This design comes from an exercise in tuning for small area and a short achievable clock period on the open sky130 flow, not from production work. Function was checked by simulation only, so behaviour that the tests miss may differ from the original. No activity file was given, so power comes from the tool's default toggle rates.

## flow/flow/run.sh

```bash
#!/bin/bash
# The standard layout, with the smallest buffer on the ports.
export BUFFER_PORTS_ARGS="-buffer_cell sky130_fd_sc_hd__buf_1"
bash standard.sh > standard.log 2>&1
```

## flow/standard.sh

```bash
#!/bin/bash
# synth_recipe.tcl (not shown) runs the flow's synth.tcl, then flattens the netlist and writes it again
# the make line also repeats each setting of config.mk as NAME=value (left out here)
make -C /OpenROAD-flow-scripts/flow DESIGN_CONFIG=/design/flow/config.mk WORK_HOME=/design/flow/orfs CLKGATE_MAP_FILE= SYNTH_SCRIPT=/design/flow/synth_recipe.tcl "${@:-finish}"
```

## flow/config.mk

```make
export PLATFORM = sky130hd
export DESIGN_NAME = ALU_TOP
export DESIGN_NICKNAME = ALU_TOP
export VERILOG_FILES = /design/flow/design.v
export SDC_FILE = /design/flow/constraint.sdc
export NUM_CORES = 4
export LEC_CHECK = 0
export ABC_AREA = 1
export CAP_MARGIN = 20
export CORE_MARGIN = 2
export CORE_UTILIZATION = 40
export CTS_BUF_LIST = sky130_fd_sc_hd__clkbuf_8
export SLEW_MARGIN = 20
```

## flow/constraint.sdc

```tcl
create_clock -name core_clock -period 32.0 [get_ports {CLK}]
set_input_delay 6.4000 -clock core_clock [delete_from_list [all_inputs] [get_ports {CLK}]]
set_output_delay 6.4000 -clock core_clock [all_outputs]
set_load 0.01 [all_outputs]
```

## flow/design.v

```verilog
module ALU_TOP #(parameter Width = 16)
(
  input  [Width-1:0] A,
  input  [Width-1:0] B,
  input  [3:0]       ALU_FUN,
  input              CLK,
  input              RST,
  output [Width-1:0] Arith_OUT,
  output             Arith_Flag,
  output             Carry_OUT,
  output [Width-1:0] Logic_Out,
  output             Logic_Flag,
  output [Width-1:0] CMP_OUT,
  output             CMP_Flag,
  output             Shift_Flag,
  output [Width-1:0] Shift_OUT
);
  wire mul1 = (ALU_FUN == 4'b0010);
  wire div1 = (ALU_FUN == 4'b0011);
  wire s1 = ~ALU_FUN[2] & (ALU_FUN[0] | ALU_FUN[3]);
  wire [15:0] bx1 = B ^ {16{s1}};
  wire [16:0] bz1;
  assign bz1[0] = 1'b1;
  assign bz1[1] = bz1[0] & ~B[15];
  assign bz1[2] = bz1[1] & ~B[14];
  assign bz1[3] = bz1[2] & ~B[13];
  assign bz1[4] = bz1[3] & ~B[12];
  assign bz1[5] = bz1[4] & ~B[11];
  assign bz1[6] = bz1[5] & ~B[10];
  assign bz1[7] = bz1[6] & ~B[9];
  assign bz1[8] = bz1[7] & ~B[8];
  assign bz1[9] = bz1[8] & ~B[7];
  assign bz1[10] = bz1[9] & ~B[6];
  assign bz1[11] = bz1[10] & ~B[5];
  assign bz1[12] = bz1[11] & ~B[4];
  assign bz1[13] = bz1[12] & ~B[3];
  assign bz1[14] = bz1[13] & ~B[2];
  assign bz1[15] = bz1[14] & ~B[1];
  assign bz1[16] = bz1[15] & ~B[0];
  wire r15_a = A[15] & ~mul1;
  wire [0:0] r15_t = r15_a;
  wire [0:0] r15_p = r15_t ^ bx1[0:0];
  wire [0:0] r15_g = r15_t & bx1[0:0];
  wire r15_G1 = r15_g[0] | (r15_p[0] & s1);
  wire [0:0] r15_s;
  assign r15_s[0] = r15_p[0] ^ s1;
  wire r15_c = r15_G1;
  wire r15_sel = (mul1 & A[15]) | (div1 & bz1[15] & r15_c);
  wire [0:0] r15_r = r15_sel ? r15_s : r15_t;
  wire r14_a = A[14] & ~mul1;
  wire [1:0] r14_t = {r15_r[0:0], r14_a};
  wire [1:0] r14_p = r14_t ^ bx1[1:0];
  wire [1:0] r14_g = r14_t & bx1[1:0];
  wire r14_G1 = r14_g[0] | (r14_p[0] & s1);
  wire r14_G2 = r14_g[1] | (r14_p[1] & r14_G1);
  wire [1:0] r14_s;
  assign r14_s[0] = r14_p[0] ^ s1;
  assign r14_s[1] = r14_p[1] ^ r14_G1;
  wire r14_c = r14_G2;
  wire r14_sel = (mul1 & A[14]) | (div1 & bz1[14] & r14_c);
  wire [1:0] r14_r = r14_sel ? r14_s : r14_t;
  wire r13_a = A[13] & ~mul1;
  wire [2:0] r13_t = {r14_r[1:0], r13_a};
  wire [2:0] r13_p = r13_t ^ bx1[2:0];
  wire [2:0] r13_g = r13_t & bx1[2:0];
  wire r13_G1 = r13_g[0] | (r13_p[0] & s1);
  wire r13_G2 = r13_g[2] | (r13_p[2] & r13_g[1]);
  wire r13_P2 = r13_p[2] & r13_p[1];
  wire r13_G3 = r13_g[1] | (r13_p[1] & r13_G1);
  wire r13_G4 = r13_G2 | (r13_P2 & r13_G1);
  wire [2:0] r13_s;
  assign r13_s[0] = r13_p[0] ^ s1;
  assign r13_s[1] = r13_p[1] ^ r13_G1;
  assign r13_s[2] = r13_p[2] ^ r13_G3;
  wire r13_c = r13_G4;
  wire r13_sel = (mul1 & A[13]) | (div1 & bz1[13] & r13_c);
  wire [2:0] r13_r = r13_sel ? r13_s : r13_t;
  wire r12_a = A[12] & ~mul1;
  wire [3:0] r12_t = {r13_r[2:0], r12_a};
  wire [3:0] r12_p = r12_t ^ bx1[3:0];
  wire [3:0] r12_g = r12_t & bx1[3:0];
  wire r12_G1 = r12_g[0] | (r12_p[0] & s1);
  wire r12_G2 = r12_g[2] | (r12_p[2] & r12_g[1]);
  wire r12_P2 = r12_p[2] & r12_p[1];
  wire r12_G3 = r12_g[1] | (r12_p[1] & r12_G1);
  wire r12_G4 = r12_G2 | (r12_P2 & r12_G1);
  wire r12_G5 = r12_g[3] | (r12_p[3] & r12_G4);
  wire [3:0] r12_s;
  assign r12_s[0] = r12_p[0] ^ s1;
  assign r12_s[1] = r12_p[1] ^ r12_G1;
  assign r12_s[2] = r12_p[2] ^ r12_G3;
  assign r12_s[3] = r12_p[3] ^ r12_G4;
  wire r12_c = r12_G5;
  wire r12_sel = (mul1 & A[12]) | (div1 & bz1[12] & r12_c);
  wire [3:0] r12_r = r12_sel ? r12_s : r12_t;
  wire r11_a = A[11] & ~mul1;
  wire [4:0] r11_t = {r12_r[3:0], r11_a};
  wire [4:0] r11_p = r11_t ^ bx1[4:0];
  wire [4:0] r11_g = r11_t & bx1[4:0];
  wire r11_G1 = r11_g[0] | (r11_p[0] & s1);
  wire r11_G2 = r11_g[2] | (r11_p[2] & r11_g[1]);
  wire r11_P2 = r11_p[2] & r11_p[1];
  wire r11_G3 = r11_g[4] | (r11_p[4] & r11_g[3]);
  wire r11_P3 = r11_p[4] & r11_p[3];
  wire r11_G4 = r11_g[1] | (r11_p[1] & r11_G1);
  wire r11_G5 = r11_G2 | (r11_P2 & r11_G1);
  wire r11_G6 = r11_g[3] | (r11_p[3] & r11_G5);
  wire r11_G7 = r11_G3 | (r11_P3 & r11_G5);
  wire [4:0] r11_s;
  assign r11_s[0] = r11_p[0] ^ s1;
  assign r11_s[1] = r11_p[1] ^ r11_G1;
  assign r11_s[2] = r11_p[2] ^ r11_G4;
  assign r11_s[3] = r11_p[3] ^ r11_G5;
  assign r11_s[4] = r11_p[4] ^ r11_G6;
  wire r11_c = r11_G7;
  wire r11_sel = (mul1 & A[11]) | (div1 & bz1[11] & r11_c);
  wire [4:0] r11_r = r11_sel ? r11_s : r11_t;
  wire r10_a = A[10] & ~mul1;
  wire [5:0] r10_t = {r11_r[4:0], r10_a};
  wire [5:0] r10_p = r10_t ^ bx1[5:0];
  wire [5:0] r10_g = r10_t & bx1[5:0];
  wire r10_G1 = r10_g[0] | (r10_p[0] & s1);
  wire r10_G2 = r10_g[2] | (r10_p[2] & r10_g[1]);
  wire r10_P2 = r10_p[2] & r10_p[1];
  wire r10_G3 = r10_g[4] | (r10_p[4] & r10_g[3]);
  wire r10_P3 = r10_p[4] & r10_p[3];
  wire r10_G4 = r10_g[1] | (r10_p[1] & r10_G1);
  wire r10_G5 = r10_G2 | (r10_P2 & r10_G1);
  wire r10_G6 = r10_g[5] | (r10_p[5] & r10_G3);
  wire r10_P6 = r10_p[5] & r10_P3;
  wire r10_G7 = r10_g[3] | (r10_p[3] & r10_G5);
  wire r10_G8 = r10_G3 | (r10_P3 & r10_G5);
  wire r10_G9 = r10_G6 | (r10_P6 & r10_G5);
  wire [5:0] r10_s;
  assign r10_s[0] = r10_p[0] ^ s1;
  assign r10_s[1] = r10_p[1] ^ r10_G1;
  assign r10_s[2] = r10_p[2] ^ r10_G4;
  assign r10_s[3] = r10_p[3] ^ r10_G5;
  assign r10_s[4] = r10_p[4] ^ r10_G7;
  assign r10_s[5] = r10_p[5] ^ r10_G8;
  wire r10_c = r10_G9;
  wire r10_sel = (mul1 & A[10]) | (div1 & bz1[10] & r10_c);
  wire [5:0] r10_r = r10_sel ? r10_s : r10_t;
  wire r9_a = A[9] & ~mul1;
  wire [6:0] r9_t = {r10_r[5:0], r9_a};
  wire [6:0] r9_p = r9_t ^ bx1[6:0];
  wire [6:0] r9_g = r9_t & bx1[6:0];
  wire r9_G1 = r9_g[0] | (r9_p[0] & s1);
  wire r9_G2 = r9_g[2] | (r9_p[2] & r9_g[1]);
  wire r9_P2 = r9_p[2] & r9_p[1];
  wire r9_G3 = r9_g[4] | (r9_p[4] & r9_g[3]);
  wire r9_P3 = r9_p[4] & r9_p[3];
  wire r9_G4 = r9_g[6] | (r9_p[6] & r9_g[5]);
  wire r9_P4 = r9_p[6] & r9_p[5];
  wire r9_G5 = r9_g[1] | (r9_p[1] & r9_G1);
  wire r9_G6 = r9_G2 | (r9_P2 & r9_G1);
  wire r9_G7 = r9_g[5] | (r9_p[5] & r9_G3);
  wire r9_P7 = r9_p[5] & r9_P3;
  wire r9_G8 = r9_G4 | (r9_P4 & r9_G3);
  wire r9_P8 = r9_P4 & r9_P3;
  wire r9_G9 = r9_g[3] | (r9_p[3] & r9_G6);
  wire r9_G10 = r9_G3 | (r9_P3 & r9_G6);
  wire r9_G11 = r9_G7 | (r9_P7 & r9_G6);
  wire r9_G12 = r9_G8 | (r9_P8 & r9_G6);
  wire [6:0] r9_s;
  assign r9_s[0] = r9_p[0] ^ s1;
  assign r9_s[1] = r9_p[1] ^ r9_G1;
  assign r9_s[2] = r9_p[2] ^ r9_G5;
  assign r9_s[3] = r9_p[3] ^ r9_G6;
  assign r9_s[4] = r9_p[4] ^ r9_G9;
  assign r9_s[5] = r9_p[5] ^ r9_G10;
  assign r9_s[6] = r9_p[6] ^ r9_G11;
  wire r9_c = r9_G12;
  wire r9_sel = (mul1 & A[9]) | (div1 & bz1[9] & r9_c);
  wire [6:0] r9_r = r9_sel ? r9_s : r9_t;
  wire r8_a = A[8] & ~mul1;
  wire [7:0] r8_t = {r9_r[6:0], r8_a};
  wire [7:0] r8_p = r8_t ^ bx1[7:0];
  wire [7:0] r8_g = r8_t & bx1[7:0];
  wire r8_G1 = r8_g[0] | (r8_p[0] & s1);
  wire r8_G2 = r8_g[2] | (r8_p[2] & r8_g[1]);
  wire r8_P2 = r8_p[2] & r8_p[1];
  wire r8_G3 = r8_g[4] | (r8_p[4] & r8_g[3]);
  wire r8_P3 = r8_p[4] & r8_p[3];
  wire r8_G4 = r8_g[6] | (r8_p[6] & r8_g[5]);
  wire r8_P4 = r8_p[6] & r8_p[5];
  wire r8_G5 = r8_g[1] | (r8_p[1] & r8_G1);
  wire r8_G6 = r8_G2 | (r8_P2 & r8_G1);
  wire r8_G7 = r8_g[5] | (r8_p[5] & r8_G3);
  wire r8_P7 = r8_p[5] & r8_P3;
  wire r8_G8 = r8_G4 | (r8_P4 & r8_G3);
  wire r8_P8 = r8_P4 & r8_P3;
  wire r8_G9 = r8_g[3] | (r8_p[3] & r8_G6);
  wire r8_G10 = r8_G3 | (r8_P3 & r8_G6);
  wire r8_G11 = r8_G7 | (r8_P7 & r8_G6);
  wire r8_G12 = r8_G8 | (r8_P8 & r8_G6);
  wire r8_G13 = r8_g[7] | (r8_p[7] & r8_G12);
  wire [7:0] r8_s;
  assign r8_s[0] = r8_p[0] ^ s1;
  assign r8_s[1] = r8_p[1] ^ r8_G1;
  assign r8_s[2] = r8_p[2] ^ r8_G5;
  assign r8_s[3] = r8_p[3] ^ r8_G6;
  assign r8_s[4] = r8_p[4] ^ r8_G9;
  assign r8_s[5] = r8_p[5] ^ r8_G10;
  assign r8_s[6] = r8_p[6] ^ r8_G11;
  assign r8_s[7] = r8_p[7] ^ r8_G12;
  wire r8_c = r8_G13;
  wire r8_sel = (mul1 & A[8]) | (div1 & bz1[8] & r8_c);
  wire [7:0] r8_r = r8_sel ? r8_s : r8_t;
  wire r7_a = A[7] & ~mul1;
  wire [8:0] r7_t = {r8_r[7:0], r7_a};
  wire [8:0] r7_p = r7_t ^ bx1[8:0];
  wire [8:0] r7_g = r7_t & bx1[8:0];
  wire r7_G1 = r7_g[0] | (r7_p[0] & s1);
  wire r7_G2 = r7_g[2] | (r7_p[2] & r7_g[1]);
  wire r7_P2 = r7_p[2] & r7_p[1];
  wire r7_G3 = r7_g[4] | (r7_p[4] & r7_g[3]);
  wire r7_P3 = r7_p[4] & r7_p[3];
  wire r7_G4 = r7_g[6] | (r7_p[6] & r7_g[5]);
  wire r7_P4 = r7_p[6] & r7_p[5];
  wire r7_G5 = r7_g[8] | (r7_p[8] & r7_g[7]);
  wire r7_P5 = r7_p[8] & r7_p[7];
  wire r7_G6 = r7_g[1] | (r7_p[1] & r7_G1);
  wire r7_G7 = r7_G2 | (r7_P2 & r7_G1);
  wire r7_G8 = r7_g[5] | (r7_p[5] & r7_G3);
  wire r7_P8 = r7_p[5] & r7_P3;
  wire r7_G9 = r7_G4 | (r7_P4 & r7_G3);
  wire r7_P9 = r7_P4 & r7_P3;
  wire r7_G10 = r7_g[3] | (r7_p[3] & r7_G7);
  wire r7_G11 = r7_G3 | (r7_P3 & r7_G7);
  wire r7_G12 = r7_G8 | (r7_P8 & r7_G7);
  wire r7_G13 = r7_G9 | (r7_P9 & r7_G7);
  wire r7_G14 = r7_g[7] | (r7_p[7] & r7_G13);
  wire r7_G15 = r7_G5 | (r7_P5 & r7_G13);
  wire [8:0] r7_s;
  assign r7_s[0] = r7_p[0] ^ s1;
  assign r7_s[1] = r7_p[1] ^ r7_G1;
  assign r7_s[2] = r7_p[2] ^ r7_G6;
  assign r7_s[3] = r7_p[3] ^ r7_G7;
  assign r7_s[4] = r7_p[4] ^ r7_G10;
  assign r7_s[5] = r7_p[5] ^ r7_G11;
  assign r7_s[6] = r7_p[6] ^ r7_G12;
  assign r7_s[7] = r7_p[7] ^ r7_G13;
  assign r7_s[8] = r7_p[8] ^ r7_G14;
  wire r7_c = r7_G15;
  wire r7_sel = (mul1 & A[7]) | (div1 & bz1[7] & r7_c);
  wire [8:0] r7_r = r7_sel ? r7_s : r7_t;
  wire r6_a = A[6] & ~mul1;
  wire [9:0] r6_t = {r7_r[8:0], r6_a};
  wire [9:0] r6_p = r6_t ^ bx1[9:0];
  wire [9:0] r6_g = r6_t & bx1[9:0];
  wire r6_G1 = r6_g[0] | (r6_p[0] & s1);
  wire r6_G2 = r6_g[2] | (r6_p[2] & r6_g[1]);
  wire r6_P2 = r6_p[2] & r6_p[1];
  wire r6_G3 = r6_g[4] | (r6_p[4] & r6_g[3]);
  wire r6_P3 = r6_p[4] & r6_p[3];
  wire r6_G4 = r6_g[6] | (r6_p[6] & r6_g[5]);
  wire r6_P4 = r6_p[6] & r6_p[5];
  wire r6_G5 = r6_g[8] | (r6_p[8] & r6_g[7]);
  wire r6_P5 = r6_p[8] & r6_p[7];
  wire r6_G6 = r6_g[1] | (r6_p[1] & r6_G1);
  wire r6_G7 = r6_G2 | (r6_P2 & r6_G1);
  wire r6_G8 = r6_g[5] | (r6_p[5] & r6_G3);
  wire r6_P8 = r6_p[5] & r6_P3;
  wire r6_G9 = r6_G4 | (r6_P4 & r6_G3);
  wire r6_P9 = r6_P4 & r6_P3;
  wire r6_G10 = r6_g[9] | (r6_p[9] & r6_G5);
  wire r6_P10 = r6_p[9] & r6_P5;
  wire r6_G11 = r6_g[3] | (r6_p[3] & r6_G7);
  wire r6_G12 = r6_G3 | (r6_P3 & r6_G7);
  wire r6_G13 = r6_G8 | (r6_P8 & r6_G7);
  wire r6_G14 = r6_G9 | (r6_P9 & r6_G7);
  wire r6_G15 = r6_g[7] | (r6_p[7] & r6_G14);
  wire r6_G16 = r6_G5 | (r6_P5 & r6_G14);
  wire r6_G17 = r6_G10 | (r6_P10 & r6_G14);
  wire [9:0] r6_s;
  assign r6_s[0] = r6_p[0] ^ s1;
  assign r6_s[1] = r6_p[1] ^ r6_G1;
  assign r6_s[2] = r6_p[2] ^ r6_G6;
  assign r6_s[3] = r6_p[3] ^ r6_G7;
  assign r6_s[4] = r6_p[4] ^ r6_G11;
  assign r6_s[5] = r6_p[5] ^ r6_G12;
  assign r6_s[6] = r6_p[6] ^ r6_G13;
  assign r6_s[7] = r6_p[7] ^ r6_G14;
  assign r6_s[8] = r6_p[8] ^ r6_G15;
  assign r6_s[9] = r6_p[9] ^ r6_G16;
  wire r6_c = r6_G17;
  wire r6_sel = (mul1 & A[6]) | (div1 & bz1[6] & r6_c);
  wire [9:0] r6_r = r6_sel ? r6_s : r6_t;
  reg [15:0]   BXr;   
  reg [5:0]  Alo;
  reg [9:0] Rr;    
  reg [15:6]   Qr;
  reg [1:0]    Fr;
  reg fA, fL, fC, fS;
  always @(posedge CLK) begin
    BXr <= bx1;
    Alo <= A[5:0];
    Rr  <= r6_r;
    Qr  <= {r15_sel, r14_sel, r13_sel, r12_sel, r11_sel, r10_sel, r9_sel, r8_sel, r7_sel, r6_sel};
    Fr  <= ALU_FUN[1:0];
  end
  always @(posedge CLK or negedge RST) begin
    if (!RST) begin
      fA <= 1'b0; fL <= 1'b0; fC <= 1'b0; fS <= 1'b0;
    end else begin
      fA <= (ALU_FUN[3:2] == 2'b00);
      fL <= (ALU_FUN[3:2] == 2'b01);
      fC <= (ALU_FUN[3:2] == 2'b10);
      fS <= (ALU_FUN[3:2] == 2'b11);
    end
  end
  wire add2 = fA & (Fr == 2'b00);
  wire sub2 = fA & (Fr == 2'b01);
  wire mul2 = fA & (Fr == 2'b10);
  wire div2 = fA & (Fr == 2'b11);
  wire sr = Fr[0] | fC;
  wire [16:0] bz2;
  assign bz2[0] = 1'b1;
  assign bz2[1] = bz2[0] & BXr[15];
  assign bz2[2] = bz2[1] & BXr[14];
  assign bz2[3] = bz2[2] & BXr[13];
  assign bz2[4] = bz2[3] & BXr[12];
  assign bz2[5] = bz2[4] & BXr[11];
  assign bz2[6] = bz2[5] & BXr[10];
  assign bz2[7] = bz2[6] & BXr[9];
  assign bz2[8] = bz2[7] & BXr[8];
  assign bz2[9] = bz2[8] & BXr[7];
  assign bz2[10] = bz2[9] & BXr[6];
  assign bz2[11] = bz2[10] & BXr[5];
  assign bz2[12] = bz2[11] & BXr[4];
  assign bz2[13] = bz2[12] & BXr[3];
  assign bz2[14] = bz2[13] & BXr[2];
  assign bz2[15] = bz2[14] & BXr[1];
  assign bz2[16] = bz2[15] & BXr[0];
  wire [15:0] Alo16 = {10'b0, Alo};
  wire r5_a = Alo16[5] & ~mul2;
  wire [10:0] r5_t = {Rr[9:0], r5_a};
  wire [10:0] r5_p = r5_t ^ BXr[10:0];
  wire [10:0] r5_g = r5_t & BXr[10:0];
  wire r5_G1 = r5_g[0] | (r5_p[0] & sr);
  wire r5_G2 = r5_g[2] | (r5_p[2] & r5_g[1]);
  wire r5_P2 = r5_p[2] & r5_p[1];
  wire r5_G3 = r5_g[4] | (r5_p[4] & r5_g[3]);
  wire r5_P3 = r5_p[4] & r5_p[3];
  wire r5_G4 = r5_g[6] | (r5_p[6] & r5_g[5]);
  wire r5_P4 = r5_p[6] & r5_p[5];
  wire r5_G5 = r5_g[8] | (r5_p[8] & r5_g[7]);
  wire r5_P5 = r5_p[8] & r5_p[7];
  wire r5_G6 = r5_g[10] | (r5_p[10] & r5_g[9]);
  wire r5_P6 = r5_p[10] & r5_p[9];
  wire r5_G7 = r5_g[1] | (r5_p[1] & r5_G1);
  wire r5_G8 = r5_G2 | (r5_P2 & r5_G1);
  wire r5_G9 = r5_g[5] | (r5_p[5] & r5_G3);
  wire r5_P9 = r5_p[5] & r5_P3;
  wire r5_G10 = r5_G4 | (r5_P4 & r5_G3);
  wire r5_P10 = r5_P4 & r5_P3;
  wire r5_G11 = r5_g[9] | (r5_p[9] & r5_G5);
  wire r5_P11 = r5_p[9] & r5_P5;
  wire r5_G12 = r5_G6 | (r5_P6 & r5_G5);
  wire r5_P12 = r5_P6 & r5_P5;
  wire r5_G13 = r5_g[3] | (r5_p[3] & r5_G8);
  wire r5_G14 = r5_G3 | (r5_P3 & r5_G8);
  wire r5_G15 = r5_G9 | (r5_P9 & r5_G8);
  wire r5_G16 = r5_G10 | (r5_P10 & r5_G8);
  wire r5_G17 = r5_g[7] | (r5_p[7] & r5_G16);
  wire r5_G18 = r5_G5 | (r5_P5 & r5_G16);
  wire r5_G19 = r5_G11 | (r5_P11 & r5_G16);
  wire r5_G20 = r5_G12 | (r5_P12 & r5_G16);
  wire [10:0] r5_s;
  assign r5_s[0] = r5_p[0] ^ sr;
  assign r5_s[1] = r5_p[1] ^ r5_G1;
  assign r5_s[2] = r5_p[2] ^ r5_G7;
  assign r5_s[3] = r5_p[3] ^ r5_G8;
  assign r5_s[4] = r5_p[4] ^ r5_G13;
  assign r5_s[5] = r5_p[5] ^ r5_G14;
  assign r5_s[6] = r5_p[6] ^ r5_G15;
  assign r5_s[7] = r5_p[7] ^ r5_G16;
  assign r5_s[8] = r5_p[8] ^ r5_G17;
  assign r5_s[9] = r5_p[9] ^ r5_G18;
  assign r5_s[10] = r5_p[10] ^ r5_G19;
  wire r5_c = r5_G20;
  wire r5_sel = (mul2 & Alo16[5]) | (div2 & bz2[5] & r5_c);
  wire [10:0] r5_r = r5_sel ? r5_s : r5_t;
  wire r4_a = Alo16[4] & ~mul2;
  wire [11:0] r4_t = {r5_r[10:0], r4_a};
  wire [11:0] r4_p = r4_t ^ BXr[11:0];
  wire [11:0] r4_g = r4_t & BXr[11:0];
  wire r4_G1 = r4_g[0] | (r4_p[0] & sr);
  wire r4_G2 = r4_g[2] | (r4_p[2] & r4_g[1]);
  wire r4_P2 = r4_p[2] & r4_p[1];
  wire r4_G3 = r4_g[4] | (r4_p[4] & r4_g[3]);
  wire r4_P3 = r4_p[4] & r4_p[3];
  wire r4_G4 = r4_g[6] | (r4_p[6] & r4_g[5]);
  wire r4_P4 = r4_p[6] & r4_p[5];
  wire r4_G5 = r4_g[8] | (r4_p[8] & r4_g[7]);
  wire r4_P5 = r4_p[8] & r4_p[7];
  wire r4_G6 = r4_g[10] | (r4_p[10] & r4_g[9]);
  wire r4_P6 = r4_p[10] & r4_p[9];
  wire r4_G7 = r4_g[1] | (r4_p[1] & r4_G1);
  wire r4_G8 = r4_G2 | (r4_P2 & r4_G1);
  wire r4_G9 = r4_g[5] | (r4_p[5] & r4_G3);
  wire r4_P9 = r4_p[5] & r4_P3;
  wire r4_G10 = r4_G4 | (r4_P4 & r4_G3);
  wire r4_P10 = r4_P4 & r4_P3;
  wire r4_G11 = r4_g[9] | (r4_p[9] & r4_G5);
  wire r4_P11 = r4_p[9] & r4_P5;
  wire r4_G12 = r4_G6 | (r4_P6 & r4_G5);
  wire r4_P12 = r4_P6 & r4_P5;
  wire r4_G13 = r4_g[3] | (r4_p[3] & r4_G8);
  wire r4_G14 = r4_G3 | (r4_P3 & r4_G8);
  wire r4_G15 = r4_G9 | (r4_P9 & r4_G8);
  wire r4_G16 = r4_G10 | (r4_P10 & r4_G8);
  wire r4_G17 = r4_g[11] | (r4_p[11] & r4_G12);
  wire r4_P17 = r4_p[11] & r4_P12;
  wire r4_G18 = r4_g[7] | (r4_p[7] & r4_G16);
  wire r4_G19 = r4_G5 | (r4_P5 & r4_G16);
  wire r4_G20 = r4_G11 | (r4_P11 & r4_G16);
  wire r4_G21 = r4_G12 | (r4_P12 & r4_G16);
  wire r4_G22 = r4_G17 | (r4_P17 & r4_G16);
  wire [11:0] r4_s;
  assign r4_s[0] = r4_p[0] ^ sr;
  assign r4_s[1] = r4_p[1] ^ r4_G1;
  assign r4_s[2] = r4_p[2] ^ r4_G7;
  assign r4_s[3] = r4_p[3] ^ r4_G8;
  assign r4_s[4] = r4_p[4] ^ r4_G13;
  assign r4_s[5] = r4_p[5] ^ r4_G14;
  assign r4_s[6] = r4_p[6] ^ r4_G15;
  assign r4_s[7] = r4_p[7] ^ r4_G16;
  assign r4_s[8] = r4_p[8] ^ r4_G18;
  assign r4_s[9] = r4_p[9] ^ r4_G19;
  assign r4_s[10] = r4_p[10] ^ r4_G20;
  assign r4_s[11] = r4_p[11] ^ r4_G21;
  wire r4_c = r4_G22;
  wire r4_sel = (mul2 & Alo16[4]) | (div2 & bz2[4] & r4_c);
  wire [11:0] r4_r = r4_sel ? r4_s : r4_t;
  wire r3_a = Alo16[3] & ~mul2;
  wire [12:0] r3_t = {r4_r[11:0], r3_a};
  wire [12:0] r3_p = r3_t ^ BXr[12:0];
  wire [12:0] r3_g = r3_t & BXr[12:0];
  wire r3_G1 = r3_g[0] | (r3_p[0] & sr);
  wire r3_G2 = r3_g[2] | (r3_p[2] & r3_g[1]);
  wire r3_P2 = r3_p[2] & r3_p[1];
  wire r3_G3 = r3_g[4] | (r3_p[4] & r3_g[3]);
  wire r3_P3 = r3_p[4] & r3_p[3];
  wire r3_G4 = r3_g[6] | (r3_p[6] & r3_g[5]);
  wire r3_P4 = r3_p[6] & r3_p[5];
  wire r3_G5 = r3_g[8] | (r3_p[8] & r3_g[7]);
  wire r3_P5 = r3_p[8] & r3_p[7];
  wire r3_G6 = r3_g[10] | (r3_p[10] & r3_g[9]);
  wire r3_P6 = r3_p[10] & r3_p[9];
  wire r3_G7 = r3_g[12] | (r3_p[12] & r3_g[11]);
  wire r3_P7 = r3_p[12] & r3_p[11];
  wire r3_G8 = r3_g[1] | (r3_p[1] & r3_G1);
  wire r3_G9 = r3_G2 | (r3_P2 & r3_G1);
  wire r3_G10 = r3_g[5] | (r3_p[5] & r3_G3);
  wire r3_P10 = r3_p[5] & r3_P3;
  wire r3_G11 = r3_G4 | (r3_P4 & r3_G3);
  wire r3_P11 = r3_P4 & r3_P3;
  wire r3_G12 = r3_g[9] | (r3_p[9] & r3_G5);
  wire r3_P12 = r3_p[9] & r3_P5;
  wire r3_G13 = r3_G6 | (r3_P6 & r3_G5);
  wire r3_P13 = r3_P6 & r3_P5;
  wire r3_G14 = r3_g[3] | (r3_p[3] & r3_G9);
  wire r3_G15 = r3_G3 | (r3_P3 & r3_G9);
  wire r3_G16 = r3_G10 | (r3_P10 & r3_G9);
  wire r3_G17 = r3_G11 | (r3_P11 & r3_G9);
  wire r3_G18 = r3_g[11] | (r3_p[11] & r3_G13);
  wire r3_P18 = r3_p[11] & r3_P13;
  wire r3_G19 = r3_G7 | (r3_P7 & r3_G13);
  wire r3_P19 = r3_P7 & r3_P13;
  wire r3_G20 = r3_g[7] | (r3_p[7] & r3_G17);
  wire r3_G21 = r3_G5 | (r3_P5 & r3_G17);
  wire r3_G22 = r3_G12 | (r3_P12 & r3_G17);
  wire r3_G23 = r3_G13 | (r3_P13 & r3_G17);
  wire r3_G24 = r3_G18 | (r3_P18 & r3_G17);
  wire r3_G25 = r3_G19 | (r3_P19 & r3_G17);
  wire [12:0] r3_s;
  assign r3_s[0] = r3_p[0] ^ sr;
  assign r3_s[1] = r3_p[1] ^ r3_G1;
  assign r3_s[2] = r3_p[2] ^ r3_G8;
  assign r3_s[3] = r3_p[3] ^ r3_G9;
  assign r3_s[4] = r3_p[4] ^ r3_G14;
  assign r3_s[5] = r3_p[5] ^ r3_G15;
  assign r3_s[6] = r3_p[6] ^ r3_G16;
  assign r3_s[7] = r3_p[7] ^ r3_G17;
  assign r3_s[8] = r3_p[8] ^ r3_G20;
  assign r3_s[9] = r3_p[9] ^ r3_G21;
  assign r3_s[10] = r3_p[10] ^ r3_G22;
  assign r3_s[11] = r3_p[11] ^ r3_G23;
  assign r3_s[12] = r3_p[12] ^ r3_G24;
  wire r3_c = r3_G25;
  wire r3_sel = (mul2 & Alo16[3]) | (div2 & bz2[3] & r3_c);
  wire [12:0] r3_r = r3_sel ? r3_s : r3_t;
  wire r2_a = Alo16[2] & ~mul2;
  wire [13:0] r2_t = {r3_r[12:0], r2_a};
  wire [13:0] r2_p = r2_t ^ BXr[13:0];
  wire [13:0] r2_g = r2_t & BXr[13:0];
  wire r2_G1 = r2_g[0] | (r2_p[0] & sr);
  wire r2_G2 = r2_g[2] | (r2_p[2] & r2_g[1]);
  wire r2_P2 = r2_p[2] & r2_p[1];
  wire r2_G3 = r2_g[4] | (r2_p[4] & r2_g[3]);
  wire r2_P3 = r2_p[4] & r2_p[3];
  wire r2_G4 = r2_g[6] | (r2_p[6] & r2_g[5]);
  wire r2_P4 = r2_p[6] & r2_p[5];
  wire r2_G5 = r2_g[8] | (r2_p[8] & r2_g[7]);
  wire r2_P5 = r2_p[8] & r2_p[7];
  wire r2_G6 = r2_g[10] | (r2_p[10] & r2_g[9]);
  wire r2_P6 = r2_p[10] & r2_p[9];
  wire r2_G7 = r2_g[12] | (r2_p[12] & r2_g[11]);
  wire r2_P7 = r2_p[12] & r2_p[11];
  wire r2_G8 = r2_g[1] | (r2_p[1] & r2_G1);
  wire r2_G9 = r2_G2 | (r2_P2 & r2_G1);
  wire r2_G10 = r2_g[5] | (r2_p[5] & r2_G3);
  wire r2_P10 = r2_p[5] & r2_P3;
  wire r2_G11 = r2_G4 | (r2_P4 & r2_G3);
  wire r2_P11 = r2_P4 & r2_P3;
  wire r2_G12 = r2_g[9] | (r2_p[9] & r2_G5);
  wire r2_P12 = r2_p[9] & r2_P5;
  wire r2_G13 = r2_G6 | (r2_P6 & r2_G5);
  wire r2_P13 = r2_P6 & r2_P5;
  wire r2_G14 = r2_g[13] | (r2_p[13] & r2_G7);
  wire r2_P14 = r2_p[13] & r2_P7;
  wire r2_G15 = r2_g[3] | (r2_p[3] & r2_G9);
  wire r2_G16 = r2_G3 | (r2_P3 & r2_G9);
  wire r2_G17 = r2_G10 | (r2_P10 & r2_G9);
  wire r2_G18 = r2_G11 | (r2_P11 & r2_G9);
  wire r2_G19 = r2_g[11] | (r2_p[11] & r2_G13);
  wire r2_P19 = r2_p[11] & r2_P13;
  wire r2_G20 = r2_G7 | (r2_P7 & r2_G13);
  wire r2_P20 = r2_P7 & r2_P13;
  wire r2_G21 = r2_G14 | (r2_P14 & r2_G13);
  wire r2_P21 = r2_P14 & r2_P13;
  wire r2_G22 = r2_g[7] | (r2_p[7] & r2_G18);
  wire r2_G23 = r2_G5 | (r2_P5 & r2_G18);
  wire r2_G24 = r2_G12 | (r2_P12 & r2_G18);
  wire r2_G25 = r2_G13 | (r2_P13 & r2_G18);
  wire r2_G26 = r2_G19 | (r2_P19 & r2_G18);
  wire r2_G27 = r2_G20 | (r2_P20 & r2_G18);
  wire r2_G28 = r2_G21 | (r2_P21 & r2_G18);
  wire [13:0] r2_s;
  assign r2_s[0] = r2_p[0] ^ sr;
  assign r2_s[1] = r2_p[1] ^ r2_G1;
  assign r2_s[2] = r2_p[2] ^ r2_G8;
  assign r2_s[3] = r2_p[3] ^ r2_G9;
  assign r2_s[4] = r2_p[4] ^ r2_G15;
  assign r2_s[5] = r2_p[5] ^ r2_G16;
  assign r2_s[6] = r2_p[6] ^ r2_G17;
  assign r2_s[7] = r2_p[7] ^ r2_G18;
  assign r2_s[8] = r2_p[8] ^ r2_G22;
  assign r2_s[9] = r2_p[9] ^ r2_G23;
  assign r2_s[10] = r2_p[10] ^ r2_G24;
  assign r2_s[11] = r2_p[11] ^ r2_G25;
  assign r2_s[12] = r2_p[12] ^ r2_G26;
  assign r2_s[13] = r2_p[13] ^ r2_G27;
  wire r2_c = r2_G28;
  wire r2_sel = (mul2 & Alo16[2]) | (div2 & bz2[2] & r2_c);
  wire [13:0] r2_r = r2_sel ? r2_s : r2_t;
  wire r1_a = Alo16[1] & ~mul2;
  wire [14:0] r1_t = {r2_r[13:0], r1_a};
  wire [14:0] r1_p = r1_t ^ BXr[14:0];
  wire [14:0] r1_g = r1_t & BXr[14:0];
  wire r1_G1 = r1_g[0] | (r1_p[0] & sr);
  wire r1_G2 = r1_g[2] | (r1_p[2] & r1_g[1]);
  wire r1_P2 = r1_p[2] & r1_p[1];
  wire r1_G3 = r1_g[4] | (r1_p[4] & r1_g[3]);
  wire r1_P3 = r1_p[4] & r1_p[3];
  wire r1_G4 = r1_g[6] | (r1_p[6] & r1_g[5]);
  wire r1_P4 = r1_p[6] & r1_p[5];
  wire r1_G5 = r1_g[8] | (r1_p[8] & r1_g[7]);
  wire r1_P5 = r1_p[8] & r1_p[7];
  wire r1_G6 = r1_g[10] | (r1_p[10] & r1_g[9]);
  wire r1_P6 = r1_p[10] & r1_p[9];
  wire r1_G7 = r1_g[12] | (r1_p[12] & r1_g[11]);
  wire r1_P7 = r1_p[12] & r1_p[11];
  wire r1_G8 = r1_g[14] | (r1_p[14] & r1_g[13]);
  wire r1_P8 = r1_p[14] & r1_p[13];
  wire r1_G9 = r1_g[1] | (r1_p[1] & r1_G1);
  wire r1_G10 = r1_G2 | (r1_P2 & r1_G1);
  wire r1_G11 = r1_g[5] | (r1_p[5] & r1_G3);
  wire r1_P11 = r1_p[5] & r1_P3;
  wire r1_G12 = r1_G4 | (r1_P4 & r1_G3);
  wire r1_P12 = r1_P4 & r1_P3;
  wire r1_G13 = r1_g[9] | (r1_p[9] & r1_G5);
  wire r1_P13 = r1_p[9] & r1_P5;
  wire r1_G14 = r1_G6 | (r1_P6 & r1_G5);
  wire r1_P14 = r1_P6 & r1_P5;
  wire r1_G15 = r1_g[13] | (r1_p[13] & r1_G7);
  wire r1_P15 = r1_p[13] & r1_P7;
  wire r1_G16 = r1_G8 | (r1_P8 & r1_G7);
  wire r1_P16 = r1_P8 & r1_P7;
  wire r1_G17 = r1_g[3] | (r1_p[3] & r1_G10);
  wire r1_G18 = r1_G3 | (r1_P3 & r1_G10);
  wire r1_G19 = r1_G11 | (r1_P11 & r1_G10);
  wire r1_G20 = r1_G12 | (r1_P12 & r1_G10);
  wire r1_G21 = r1_g[11] | (r1_p[11] & r1_G14);
  wire r1_P21 = r1_p[11] & r1_P14;
  wire r1_G22 = r1_G7 | (r1_P7 & r1_G14);
  wire r1_P22 = r1_P7 & r1_P14;
  wire r1_G23 = r1_G15 | (r1_P15 & r1_G14);
  wire r1_P23 = r1_P15 & r1_P14;
  wire r1_G24 = r1_G16 | (r1_P16 & r1_G14);
  wire r1_P24 = r1_P16 & r1_P14;
  wire r1_G25 = r1_g[7] | (r1_p[7] & r1_G20);
  wire r1_G26 = r1_G5 | (r1_P5 & r1_G20);
  wire r1_G27 = r1_G13 | (r1_P13 & r1_G20);
  wire r1_G28 = r1_G14 | (r1_P14 & r1_G20);
  wire r1_G29 = r1_G21 | (r1_P21 & r1_G20);
  wire r1_G30 = r1_G22 | (r1_P22 & r1_G20);
  wire r1_G31 = r1_G23 | (r1_P23 & r1_G20);
  wire r1_G32 = r1_G24 | (r1_P24 & r1_G20);
  wire [14:0] r1_s;
  assign r1_s[0] = r1_p[0] ^ sr;
  assign r1_s[1] = r1_p[1] ^ r1_G1;
  assign r1_s[2] = r1_p[2] ^ r1_G9;
  assign r1_s[3] = r1_p[3] ^ r1_G10;
  assign r1_s[4] = r1_p[4] ^ r1_G17;
  assign r1_s[5] = r1_p[5] ^ r1_G18;
  assign r1_s[6] = r1_p[6] ^ r1_G19;
  assign r1_s[7] = r1_p[7] ^ r1_G20;
  assign r1_s[8] = r1_p[8] ^ r1_G25;
  assign r1_s[9] = r1_p[9] ^ r1_G26;
  assign r1_s[10] = r1_p[10] ^ r1_G27;
  assign r1_s[11] = r1_p[11] ^ r1_G28;
  assign r1_s[12] = r1_p[12] ^ r1_G29;
  assign r1_s[13] = r1_p[13] ^ r1_G30;
  assign r1_s[14] = r1_p[14] ^ r1_G31;
  wire r1_c = r1_G32;
  wire r1_sel = (mul2 & Alo16[1]) | (div2 & bz2[1] & r1_c);
  wire [14:0] r1_r = r1_sel ? r1_s : r1_t;
  wire r0_a = Alo16[0] & ~mul2;
  wire [15:0] r0_t = {r1_r[14:0], r0_a};
  wire [15:0] r0_p = r0_t ^ BXr[15:0];
  wire [15:0] r0_g = r0_t & BXr[15:0];
  wire r0_G1 = r0_g[0] | (r0_p[0] & sr);
  wire r0_G2 = r0_g[2] | (r0_p[2] & r0_g[1]);
  wire r0_P2 = r0_p[2] & r0_p[1];
  wire r0_G3 = r0_g[4] | (r0_p[4] & r0_g[3]);
  wire r0_P3 = r0_p[4] & r0_p[3];
  wire r0_G4 = r0_g[6] | (r0_p[6] & r0_g[5]);
  wire r0_P4 = r0_p[6] & r0_p[5];
  wire r0_G5 = r0_g[8] | (r0_p[8] & r0_g[7]);
  wire r0_P5 = r0_p[8] & r0_p[7];
  wire r0_G6 = r0_g[10] | (r0_p[10] & r0_g[9]);
  wire r0_P6 = r0_p[10] & r0_p[9];
  wire r0_G7 = r0_g[12] | (r0_p[12] & r0_g[11]);
  wire r0_P7 = r0_p[12] & r0_p[11];
  wire r0_G8 = r0_g[14] | (r0_p[14] & r0_g[13]);
  wire r0_P8 = r0_p[14] & r0_p[13];
  wire r0_G9 = r0_g[1] | (r0_p[1] & r0_G1);
  wire r0_G10 = r0_G2 | (r0_P2 & r0_G1);
  wire r0_G11 = r0_g[5] | (r0_p[5] & r0_G3);
  wire r0_P11 = r0_p[5] & r0_P3;
  wire r0_G12 = r0_G4 | (r0_P4 & r0_G3);
  wire r0_P12 = r0_P4 & r0_P3;
  wire r0_G13 = r0_g[9] | (r0_p[9] & r0_G5);
  wire r0_P13 = r0_p[9] & r0_P5;
  wire r0_G14 = r0_G6 | (r0_P6 & r0_G5);
  wire r0_P14 = r0_P6 & r0_P5;
  wire r0_G15 = r0_g[13] | (r0_p[13] & r0_G7);
  wire r0_P15 = r0_p[13] & r0_P7;
  wire r0_G16 = r0_G8 | (r0_P8 & r0_G7);
  wire r0_P16 = r0_P8 & r0_P7;
  wire r0_G17 = r0_g[3] | (r0_p[3] & r0_G10);
  wire r0_G18 = r0_G3 | (r0_P3 & r0_G10);
  wire r0_G19 = r0_G11 | (r0_P11 & r0_G10);
  wire r0_G20 = r0_G12 | (r0_P12 & r0_G10);
  wire r0_G21 = r0_g[11] | (r0_p[11] & r0_G14);
  wire r0_P21 = r0_p[11] & r0_P14;
  wire r0_G22 = r0_G7 | (r0_P7 & r0_G14);
  wire r0_P22 = r0_P7 & r0_P14;
  wire r0_G23 = r0_G15 | (r0_P15 & r0_G14);
  wire r0_P23 = r0_P15 & r0_P14;
  wire r0_G24 = r0_G16 | (r0_P16 & r0_G14);
  wire r0_P24 = r0_P16 & r0_P14;
  wire r0_G25 = r0_g[7] | (r0_p[7] & r0_G20);
  wire r0_G26 = r0_G5 | (r0_P5 & r0_G20);
  wire r0_G27 = r0_G13 | (r0_P13 & r0_G20);
  wire r0_G28 = r0_G14 | (r0_P14 & r0_G20);
  wire r0_G29 = r0_G21 | (r0_P21 & r0_G20);
  wire r0_G30 = r0_G22 | (r0_P22 & r0_G20);
  wire r0_G31 = r0_G23 | (r0_P23 & r0_G20);
  wire r0_G32 = r0_G24 | (r0_P24 & r0_G20);
  wire r0_G33 = r0_g[15] | (r0_p[15] & r0_G32);
  wire [15:0] r0_s;
  assign r0_s[0] = r0_p[0] ^ sr;
  assign r0_s[1] = r0_p[1] ^ r0_G1;
  assign r0_s[2] = r0_p[2] ^ r0_G9;
  assign r0_s[3] = r0_p[3] ^ r0_G10;
  assign r0_s[4] = r0_p[4] ^ r0_G17;
  assign r0_s[5] = r0_p[5] ^ r0_G18;
  assign r0_s[6] = r0_p[6] ^ r0_G19;
  assign r0_s[7] = r0_p[7] ^ r0_G20;
  assign r0_s[8] = r0_p[8] ^ r0_G25;
  assign r0_s[9] = r0_p[9] ^ r0_G26;
  assign r0_s[10] = r0_p[10] ^ r0_G27;
  assign r0_s[11] = r0_p[11] ^ r0_G28;
  assign r0_s[12] = r0_p[12] ^ r0_G29;
  assign r0_s[13] = r0_p[13] ^ r0_G30;
  assign r0_s[14] = r0_p[14] ^ r0_G31;
  assign r0_s[15] = r0_p[15] ^ r0_G32;
  wire r0_c = r0_G33;
  wire r0_sel = (mul2 & Alo16[0]) | (div2 & bz2[0] & r0_c) | add2 | sub2;
  wire r0_rsel = (mul2 & Alo16[0]) | add2 | sub2;
  wire [15:0] r0_r = r0_rsel ? r0_s : r0_t;
  wire [15:0] Ar = {Rr, Alo};    
  assign Arith_OUT  = div2 ? {Qr, r5_sel, r4_sel, r3_sel, r2_sel, r1_sel, r0_sel} : (fA ? r0_r : 16'b0);
  assign Arith_Flag = fA;
  assign Carry_OUT  = add2 & r0_c;
  reg [15:0] lo;    
  always @(*) begin
    case (Fr)
      2'b00: lo = Ar & BXr;
      2'b01: lo = Ar | BXr;
      2'b10: lo = ~(Ar & BXr);
      default: lo = ~(Ar | BXr);
    endcase
  end
  assign Logic_Out  = fL ? lo : 16'b0;
  assign Logic_Flag = fL;
  wire eq = &(r0_t ^ BXr);
  wire ge = r0_c;
  wire gt = ge & ~eq;
  wire lt = ~ge;
  wire [1:0] cmp = (Fr == 2'b01) ? {1'b0, eq} :
                   (Fr == 2'b10) ? {gt, 1'b0} :
                   (Fr == 2'b11) ? {lt, lt} : 2'b00;
  assign CMP_OUT  = {14'b0, fC ? cmp : 2'b00};
  assign CMP_Flag = fC;
  reg [15:0] sh;
  always @(*) begin
    case (Fr)
      2'b00: sh = Ar >> 1;
      2'b01: sh = Ar << 1;
      2'b10: sh = BXr >> 1;      
      default: sh = BXr << 1;
    endcase
  end
  assign Shift_OUT  = fS ? sh : 16'b0;
  assign Shift_Flag = fS;
endmodule
```

==> results of run 1 <==
==> metrics by stage <==
stage                     power (W)  instance area [um2]  utilization, %  hold WS, ns  setup slack (ns)
after floorplan            0.000284                 9400               -         6.10             11.38
after global placement     0.000353                10000            43.9         6.24              9.03
after detailed placement   0.000355                10000            43.9         6.24              8.88
after CTS                  0.000394                10100            44.3         5.89              9.17
after global routing       0.000437                10100            44.3         5.89              7.51
final                      0.000396                10100            44.3         5.89              9.05
==> layout make-up <==
cell class / instances / area (um2) / share of cell area (%)
Sequential cell: 48 / 981 / 9.72
Clock inverter: 3 / 20.0 / 0.198
Multi-Input combinational cell: 1135 / 7430 / 73.6
Clock buffer: 5 / 68.8 / 0.682
Tap cell: 313 / 392 / 3.88
Timing Repair Buffer: 110 / 480 / 4.76
Inverter: 192 / 726 / 7.19
==> power by group <==
group / switching, W / internal [W]
logic: 0.000172 / 0.000110
registers: 0.0000113 / 0.0000650
clock network: 0.0000231 / 0.0000153
total: 0.000206 / 0.000190
==> per-layer routing <==
layer	vias to the layer above	wire length [um]	part of all wire (%)	track usage [%]
met5	-	0	0	0
met4	0	957	3.0	8.48
met3	61	1770	5.6	2.42
met2	338	15400	48	44.7
met1	4407	13700	43	34.3
li1	4764	-	-	-
==> path summary, 6_finish.rpt <==
kind | from | slack [ns] | to
setup / recovery | ALU_FUN[2] | 9.05 | Rr[5]
hold / removal | RST | 5.89 | fC
max in group asynchronous | RST | 25.94 | fL
min in group core_clock | A[0] | 6.17 | Alo[0]
==> registers in the layout, indices dropped and copies added, names as in the netlist <==
| register | flops |
|---|---|
| BXr | 16 |
| Qr | 10 |
| Rr | 10 |
| Alo | 6 |
| Fr | 2 |
| fA | 1 |
| fC | 1 |
| fL | 1 |
| fS | 1 |
==> cell families (layout without fill, tap and decap cells) <==
family,after synthesis,in the layout
DFF,48,48
other,1,14
and+or+nand+nor,614,614
adders and majority gates,164,164
buffers and inverters,238,310
xor gates and xnor gates,84,84
AOI/OAI and AO/OA,259,259
==> critical path, delay by kind of cell <==
| family | cells | cell delay [ns] |
|---|---|---|
| buffers and inverters | 16 | 2.28 |
| xor gates and xnor gates | 1 | 0.27 |
| AOI/OAI and AO/OA | 30 | 5.25 |
| and+or+nand+nor | 52 | 5.56 |
| adders and majority gates | 11 | 3.37 |
==> placed cells by master (no fill, tap or decap), drive strengths merged, types with 7 or more instances in the layout <==
master,count
nand2,383
inv,192
ha,118
buf,110
a21oi,109
nand3,109
o21ai,91
nor2,55
dfxtp,44
fa,44
xnor2,43
xor2,41
or2,32
conb,14
a21o,12
and2,12
nand4,9
o221ai,9
o211ai,7
==> run_results.csv, run 1 <==
group,metric,value,unit
clocking,clock_path_buffers,2,
worst_setup_path,crit_required,32.24,ns
worst_setup_path,path_max_fanout,22,
final_layout,nets,1692,
clocking,numClockSinks,48,
final_layout,drive_above_1_share,7.64,%
die,core_area,0.0228,mm2
clocking,root_buffer,"clkbuf_8",
route,firstDrtPassIters,5,
die,std_cell_rows,55,
final_layout,area_growth,7.95,%
sta,post-route-min-period,22.95,ns
placement,io_buffer_count,92,
yosys,yosysTopAreaCellShare,15.8,%
clocking,htree_num_levels,2,
worst_setup_path,cp.arrival,23.19,ns
final_layout,final_cell_count_no_fill,1806,
power_and_ir_drop,p_per_area,39.3,mW/mm2
sta,hold_viol_final,0,
worst_setup_path,cp_slowest_cell,"nand2_1",
yosys,synth-compound-area-share,16.7,%
final_layout,fillers,2443,
die,floorplan.initialDensity,41.1,%
placement,place_congestion,0.954,
route,wl_per_cell,17.6,um
power_and_ir_drop,p_leak,5.18,nW
clocking,numCtsBuffers,5,
yosys,synth_xor_area_share,7.87,%
yosys,ys_seq_area_share,10.5,%
yosys,yosys_warnings,1,
route,ant_nets,0,
final_layout,n_antenna_cell,0,
yosys,syn_area,0.00935,mm2
yosys,yosys-mux-area-fraction,0,%
yosys,yosys_register_bits,48,
yosys,synth.avg_cell_area,6.64,um2
global_route,grt_max_degree,43,
die,io_pins,107,
yosys,yosysTopAreaCell,"ha_1",
yosys,yosys.area_share.simple,28.9,%
route,drc_errors,0,
global_route,overflow,0,
placement,dpl.hpwl,26100,um
worst_setup_path,slowest_delay,0.44,ns
yosys,synth_cells,1408,
yosys,synthArstFlopShare,8.33,%
route,routed_via_density,5.30,
yosys,synth_edf_count,0,
sta,rsz0062_at_grt,"no",
global_route,first_global_vias,9134,
die,dieWidth,157,um
sta,finalSetupViolCount,0,
yosys,synth.most_common_cell,"nand2_1",
worst_setup_path,cpMostUsedCell,"nand2_1",
worst_hold_path,worstHoldPathType,"in -> async",
sta,worst_pin_slew,0.896,ns
sta,slew_violations,0,
sta,fin_crit_sh,71.7,%
sta,slew_headroom,39.7,%
route,dr.first_iter.drc_count,857,
route,vias,9570,
status,status,"complete, no violations",
clocking,clk_pin_slew_worst_paths,0.10,ns
yosys,synth_commonest_cells,"371 x nand2_1, 175 x inv_1, 118 x ha_1",
yosys,synth_area_leaders,"ha_1 16%, nand2_1 15%, dfxtp_1 9.4%",
global_route,grt_first_pass_wirelength,49300,um
route,drt-total-wl,31800,um
die,die_area,0.0246,mm2
die,dieHeight,157,um
global_route,grtUsageTotal,26.0,%
clocking,cts_tree,"yes",
yosys,synth_cell_type_count,58,
clocking,cts_resized,0,
sta,max_freq,43.6,MHz
placement,dpl.cell_count,1798,
worst_setup_path,criticalPathCategory,"in -> reg",
yosys,synth-adder-area-share,25.4,%
yosys,synth_top_family_by_area,"simple AND/OR/NAND/NOR gates",
clocking,post_cts_buffers,0,
sta,fin_setup_tns,0,ns
power_and_ir_drop,max-vdd-ir-drop,0.0258,mV
global_route,antenna_found_initial,0,
worst_setup_path,setup.worst_path.end_class,"register",
worst_setup_path,startpoint_type,"input pin",
clocking,cts_hold_buf,0,
flow_run,max_cap_violations,0,
yosys,ys.flop_type,"dfxtp_1",
==> run 2, diff against run 1 <==
--- a/flow/config.mk
+++ b/flow/config.mk
@@ -10,4 +10,3 @@
 export CORE_MARGIN = 2
 export CORE_UTILIZATION = 40
-export CTS_BUF_LIST = sky130_fd_sc_hd__clkbuf_8
 export SLEW_MARGIN = 20
==> run 2 against run 1 <==
Highest routed layer unchanged; synthesized cell count unchanged; core utilization increased by 0.25 points; still clean; clock-buffer cell count increased by 1; via count decreased by 0.51%; routed wire length decreased by 0.18%; die area unchanged; critical path type unchanged; hold slack improved by 0.031 ns.
==> run_results.csv, run 2 <==
group,metric,value,unit
yosys,synthArstFlopShare,8.33,%
yosys,synth_area_leaders,"ha_1 16%, nand2_1 15%, dfxtp_1 9.4%",
worst_setup_path,cp.arrival,23.22,ns
yosys,syn_area,0.00935,mm2
worst_setup_path,crit_required,32.22,ns
worst_setup_path,path_max_fanout,22,
yosys,ys.flop_type,"dfxtp_1",
route,routed_via_density,5.27,
route,drc_errors,0,
die,dieWidth,157,um
final_layout,final_common_cell,"nand2_1",
route,firstDrtPassIters,5,
yosys,yosysTopAreaCell,"ha_1",
placement,io_buffer_count,92,
worst_setup_path,setup.worst_path.end_class,"register",
final_layout,design_area,0.0102,mm2
global_route,first_global_vias,9140,
global_route,overflow,0,
sta,hold_viol_final,0,
route,dr.first_iter.drc_count,864,
route,wl_per_cell,17.6,um
route,routed-wl-met3,1560,um
die,io_pins,107,
flow_run,max_cap_violations,0,
route,vias,9521,
final_layout,max_flop_register,"BXr",
placement,place_congestion,0.954,
sta,hold_slack,5.92,ns
worst_hold_path,worstHoldPathType,"in -> async",
sta,finalSetupViolCount,0,
yosys,yosys_register_bits,48,
clocking,post_cts_buffers,0,
final_layout,final_cell_count_no_fill,1806,
placement,dpl.cell_count,1798,
worst_setup_path,crit_buf_inv,16,
sta,max_freq,43.5,MHz
yosys,yosys_warnings,1,
final_layout,final_util,44.6,%
global_route,grt_max_degree,43,
route,drt-total-wl,31700,um
global_route,grtUsageTotal,26.0,%
placement,dpl.hpwl,26100,um
worst_setup_path,slowest_delay,0.45,ns
clocking,root_buffer,"clkbuf_16",
die,floorplan.initialDensity,41.1,%
final_layout,final_cell_mix,"371 x nand2_1, 175 x inv_1, 118 x ha_1",
yosys,ys_seq_area_share,10.5,%
clocking,cts_hold_buf,0,
clocking,clk_pin_slew_worst_paths,0.07,ns
worst_setup_path,cp_slowest_cell,"nand2_1",
clocking,clock_path_buffers,2,
route,ant_nets,0,
global_route,antenna_found_initial,0,
die,dieHeight,157,um
clocking,htree_num_levels,2,
status,status,"complete, no violations",
yosys,synth_edf_count,0,
final_layout,area_growth,8.55,%
power_and_ir_drop,p_per_area,40.4,mW/mm2
route,dr.max_layer_used,"met4",
final_layout,nets,1692,
power_and_ir_drop,max-vdd-ir-drop,0.0230,mV
worst_setup_path,startpoint_type,"input pin",
yosys,synth_commonest_cells,"371 x nand2_1, 175 x inv_1, 118 x ha_1",
clocking,numCtsBuffers,5,
die,die_area,0.0246,mm2
power_and_ir_drop,p_leak,5.21,nW
worst_setup_path,path_delay_family,"simple AND/OR/NAND/NOR gates",
sta,fin_setup_tns,0,ns
yosys,synth.avg_cell_area,6.64,um2
clocking,cts_tree,"yes",
worst_setup_path,criticalPathCategory,"in -> reg",
placement,dpl_cell_area,0.0100,mm2
sta,slew_violations,0,
route,wl_met1,13900,um
global_route,grt_first_pass_wirelength,49300,um
final_layout,n_antenna_cell,0,
route,route.met2.wl,15300,um
yosys,synth.most_common_cell,"nand2_1",
sta,worst_pin_slew,0.874,ns
yosys,synth_cells,1408,
final_layout,largest_register_ffs,16,
final_layout,reg_top3,"BXr (16), Qr (10), Rr (10)",
clocking,cts_resized,0,
clocking,numClockSinks,48,
final_layout,drive_above_1_share,7.64,%
sta,rsz0062_at_grt,"no",
sta,post-route-min-period,23.00,ns
die,core_area,0.0228,mm2
die,std_cell_rows,55,
yosys,synth_cell_type_count,58,
sta,slew_headroom,41.2,%
sta,fin_crit_sh,71.9,%
yosys,yosysTopAreaCellShare,15.8,%
worst_setup_path,cpMostUsedCell,"nand2_1",
run 2: cell counts after synthesis:
No cell type changed its count.
run 2: path summary, 6_finish.rpt:
check / start / endpoint / slack, ns / cells after the start
setup / recovery: ALU_FUN[2] / Rr[5] / 9.00 / 110
hold / removal: RST / fC / 5.92 / 1
max in group asynchronous: RST / fS / 25.90 / 1
min in group core_clock: A[0] / Alo[0] / 6.19 / 1
run 2: metal layers:
layer	global-route usage, %	up-vias
li1	-	4761
met1	34.2	4392
met3	2.45	60
met2	44.8	308
met4	8.39	0
met5	0	-
run 2: logic make-up (layout without fill, tap and decap cells):
| logic type | count (synthesis) | after routing | synth area share, % |
|---|---|---|---|
| buffers and inverters | 238 | 310 | 10.6 |
| adder cells (fa/ha/maj) | 164 | 164 | 25.4 |
| XOR/XNOR | 84 | 84 | 7.87 |
| other | 1 | 14 | 0.0401 |
| AO/OA/AOI/OAI | 259 | 259 | 16.7 |
| AND/OR/NAND/NOR | 614 | 614 | 28.9 |
| flip-flops | 48 | 48 | 10.5 |
run 2: layout make-up:
cell class	count	area [um2]
fill	2442	12600
multi-input combinational	1135	7430
sequential	48	981
inverter	192	726
timing repair buffer	110	480
tap	313	392
clock buffer	6	129
clock inverter	2	16.3
run 2: metrics by stage:
stage | worst slack (ns) | total power, W
floorplan | 11.38 | 0.000284
global placement | 9.03 | 0.000353
detailed placement | 8.88 | 0.000355
CTS | 9.14 | 0.000409
global route | 7.47 | 0.000453
finish | 9.00 | 0.000410
run 2: power breakdown:
part / internal, W / switching, W
clock: 0.0000292 / 0.0000240
combinational: 0.000110 / 0.000171
sequential: 0.0000650 / 0.0000112
==> run 3, diff against run 2 <==
--- a/flow/config.mk
+++ b/flow/config.mk
@@ -10,3 +10,4 @@
 export CORE_MARGIN = 2
 export CORE_UTILIZATION = 40
+export CTS_BUF_LIST = sky130_fd_sc_hd__clkbuf_4 sky130_fd_sc_hd__clkbuf_8
 export SLEW_MARGIN = 20
==> run 3 against run 2 <==
Cell area is 0.52% lower; routed wire length is 0.30% higher; combinational power about the same; sequential share of layout area increased by 0.050 points; clock-buffer cell count is the same; via count increased by 0.71%; non-clock buffer count is the same; setup slack better by 0.040 ns; clock power shrank 26%; largest cell class unchanged; largest power group unchanged; highest routed layer unchanged.
==> run_results.csv, run 3 <==
group,metric,value,unit
die,std_cell_rows,55,
route,vias,9589,
worst_setup_path,cp_slowest_cell,"nand2_1",
power_and_ir_drop,p_leak,5.18,nW
clocking,numClockSinks,48,
power_and_ir_drop,pwr-share-clk,9.9,%
yosys,syn_area,0.00935,mm2
sta,max_freq,43.6,MHz
worst_setup_path,startpoint_type,"input pin",
clocking,cts_resized,0,
yosys,synth_cell_type_count,58,
final_layout,final_common_cell,"nand2_1",
clocking,clock_path_buffers,2,
worst_setup_path,cp.arrival,23.20,ns
worst_setup_path,criticalPathCategory,"in -> reg",
yosys,yosys_register_bits,48,
power_and_ir_drop,share_comb_of_total_power,70.9,%
global_route,antenna_found_initial,0,
clocking,root_buffer,"clkbuf_8",
placement,place_congestion,0.954,
die,die_area,0.0246,mm2
sta,fin_setup_tns,0,ns
sta,hold_viol_final,0,
route,dr.first_iter.drc_count,905,
route,wl_per_cell,17.6,um
final_layout,largest_register_ffs,16,
route,drc_errors,0,
sta,slew_violations,0,
final_layout,multi_input_area,0.00743,mm2
sta,rsz0062_at_grt,"no",
power_and_ir_drop,p_sw_share,51.9,%
yosys,synthArstFlopShare,8.33,%
sta,slew_headroom,40.2,%
worst_setup_path,crit_required,32.24,ns
power_and_ir_drop,p_seq_share,19.2,%
die,io_pins,107,
global_route,overflow,0,
clocking,clk_pin_slew_worst_paths,0.10,ns
route,ant_nets,0,
global_route,grt_max_degree,43,
yosys,synth_area_leaders,"ha_1 16%, nand2_1 15%, dfxtp_1 9.4%",
yosys,ys.flop_type,"dfxtp_1",
die,dieWidth,157,um
worst_setup_path,slowest_delay,0.45,ns
power_and_ir_drop,p_per_area,39.3,mW/mm2
clocking,cts_hold_buf,0,
worst_setup_path,setup.worst_path.end_class,"register",
final_layout,n_antenna_cell,0,
yosys,ys_seq_area_share,10.5,%
power_and_ir_drop,max-vdd-ir-drop,0.0258,mV
sta,worst_pin_slew,0.889,ns
power_and_ir_drop,power.internal,0.000191,W
final_layout,area_growth,7.99,%
placement,dpl_cell_area,0.0100,mm2
clocking,cts_tree,"yes",
final_layout,drive_above_1_share,7.70,%
clocking,numCtsBuffers,5,
final_layout,reg_top3,"BXr (16), Qr (10), Rr (10)",
worst_setup_path,cp_num_cells,110,
route,drt-total-wl,31800,um
placement,dpl.hpwl,26100,um
die,core_area,0.0228,mm2
final_layout,design_area,0.0101,mm2
die,dieHeight,157,um
yosys,synth_edf_count,0,
power_and_ir_drop,power.switching,0.000206,W
yosys,synth.avg_cell_area,6.64,um2
sta,post-route-min-period,22.96,ns
yosys,synth.most_common_cell,"nand2_1",
clocking,post_cts_buffers,0,
route,routed_via_density,5.31,
flow_run,max_cap_violations,0,
worst_hold_path,worstHoldPathType,"in -> async",
sta,fin_crit_sh,71.8,%
final_layout,max_flop_register,"BXr",
worst_setup_path,cp-startpoint,"ALU_FUN[2]",
final_layout,nets,1692,
final_layout,seqCellArea,981,um2
clocking,htree_num_levels,2,
worst_setup_path,crit_path_end,"Rr[5]",
route,firstDrtPassIters,5,
status,status,"complete, no violations",
die,floorplan.initialDensity,41.1,%
final_layout,final_cell_mix,"371 x nand2_1, 175 x inv_1, 118 x ha_1",
worst_setup_path,path_max_fanout,22,
yosys,synth_commonest_cells,"371 x nand2_1, 175 x inv_1, 118 x ha_1",
worst_setup_path,cpMostUsedCell,"nand2_1",
global_route,grtUsageTotal,26.0,%
yosys,yosysTopAreaCell,"ha_1",
global_route,grt_first_pass_wirelength,49400,um
placement,io_buffer_count,92,
sta,finalSetupViolCount,0,
yosys,yosysTopAreaCellShare,15.8,%
worst_setup_path,path_delay_family,"simple AND/OR/NAND/NOR gates",
final_layout,fillers,2441,
worst_setup_path,crit_buf_inv,16,
yosys,synth_cells,1408,
global_route,first_global_vias,9143,
yosys,yosys_warnings,1,
==> run 3: cell counts after synthesis <==
No cell type changed its count.
==> run 3: worst min path at each step <==
stage                     start  end  slack (ns)  depth (start not counted)
after floorplan             RST   fA        6.10                          0
after global placement      RST   fC        6.24                          1
after detailed placement    RST   fC        6.24                          1
after CTS                   RST   fA        5.89                          1
after global routing        RST   fA        5.89                          1
final                       RST   fC        5.89                          1
==> run 3: per-stage QoR <==
step	power, W	instances	utilization, %	setup slack [ns]	hold WS, ns
6_report	0.000397	1806	44.3	9.04	5.89
5_1_grt	0.000438	1806	44.3	7.50	5.89
3_3_place_gp	0.000353	1798	43.9	9.03	6.24
4_1_cts	0.000395	1806	44.3	9.16	5.89
2_1_floorplan	0.000284	1421	-	11.38	6.10
3_5_place_dp	0.000355	1798	43.9	8.88	6.24
==> run 3: logic make-up (layout without fill, tap and decap cells) <==
group           count (synthesis)  in the layout  share of synthesized area (%)
fa+ha+maj                     164            164                           25.4
xor+xnor                       84             84                           7.87
other cells                     1             14                         0.0401
compound gates                259            259                           16.7
buf+inv                       238            310                           10.6
simple gates                  614            614                           28.9
flops                          48             48                           10.5
==> run 3: layout make-up <==
type	count	share of cell area (%)
clock inverters	2	0.161
clock buffers	6	0.756
inverters	192	7.19
well taps	313	3.88
flip-flops and latches	48	9.71
multi-input cells	1135	73.6
repair buffers	110	4.76
==> run 3: routing by layer <==
metal  vias to the layer above  wire length, um  global-route usage [%]
met5                         -                0                       0
met1                      4427            13800                    34.2
met2                       339            15300                    44.8
met3                        61             1710                    2.48
met4                         0              997                    8.52
li1                       4762                -                       -
==> run 3: power by group through the flow <==
| stage | registers [W] | clock network [W] | logic (W) |
|---|---|---|---|
| after floorplan | 0.0000736 | 0 | 0.000210 |
| after global placement | 0.0000774 | 0 | 0.000275 |
| after detailed placement | 0.0000773 | 0 | 0.000278 |
| after CTS | 0.0000759 | 0.0000400 | 0.000279 |
| after global routing | 0.0000765 | 0.0000420 | 0.000320 |
| final | 0.0000762 | 0.0000394 | 0.000282 |

## static timing again, ports no longer ideal
The results above use ideal ports. As a check the final layouts listed here were re-extracted and re-timed, cells and wires unchanged. Step 1 (the two cells are an assumption about what drives the block):
set clk [get_ports {CLK}]
set_driving_cell -lib_cell sky130_fd_sc_hd__clkbuf_16 $clk
set_driving_cell -lib_cell sky130_fd_sc_hd__buf_2 [delete_from_list [all_inputs] $clk]
Step 2 moves the port delays by t, midway between the first and last clock arrival at a register: inputs arrive t later, outputs are due t later. That takes back most of the time a late clock gives input paths. Slacks: ideal ports / drivers / drivers and shift; pairs: ideal ports / drivers.
run	t (ns)	slack for setup (ns)	hold slack, ns	worst setup path after step 2	worst data-port slew with drivers (ns)
run 1	0.352	9.047 / 9.069 / 8.717	5.888 / 5.880 / 6.232	input to register	0.05
run 2	0.336	8.999 / 9.022 / 8.687	5.919 / 5.910 / 6.245	input to register	0.05
run 3	0.351	9.039 / 9.060 / 8.709	5.890 / 5.883 / 6.234	input to register	0.05
After both steps every run listed still meets setup and hold.
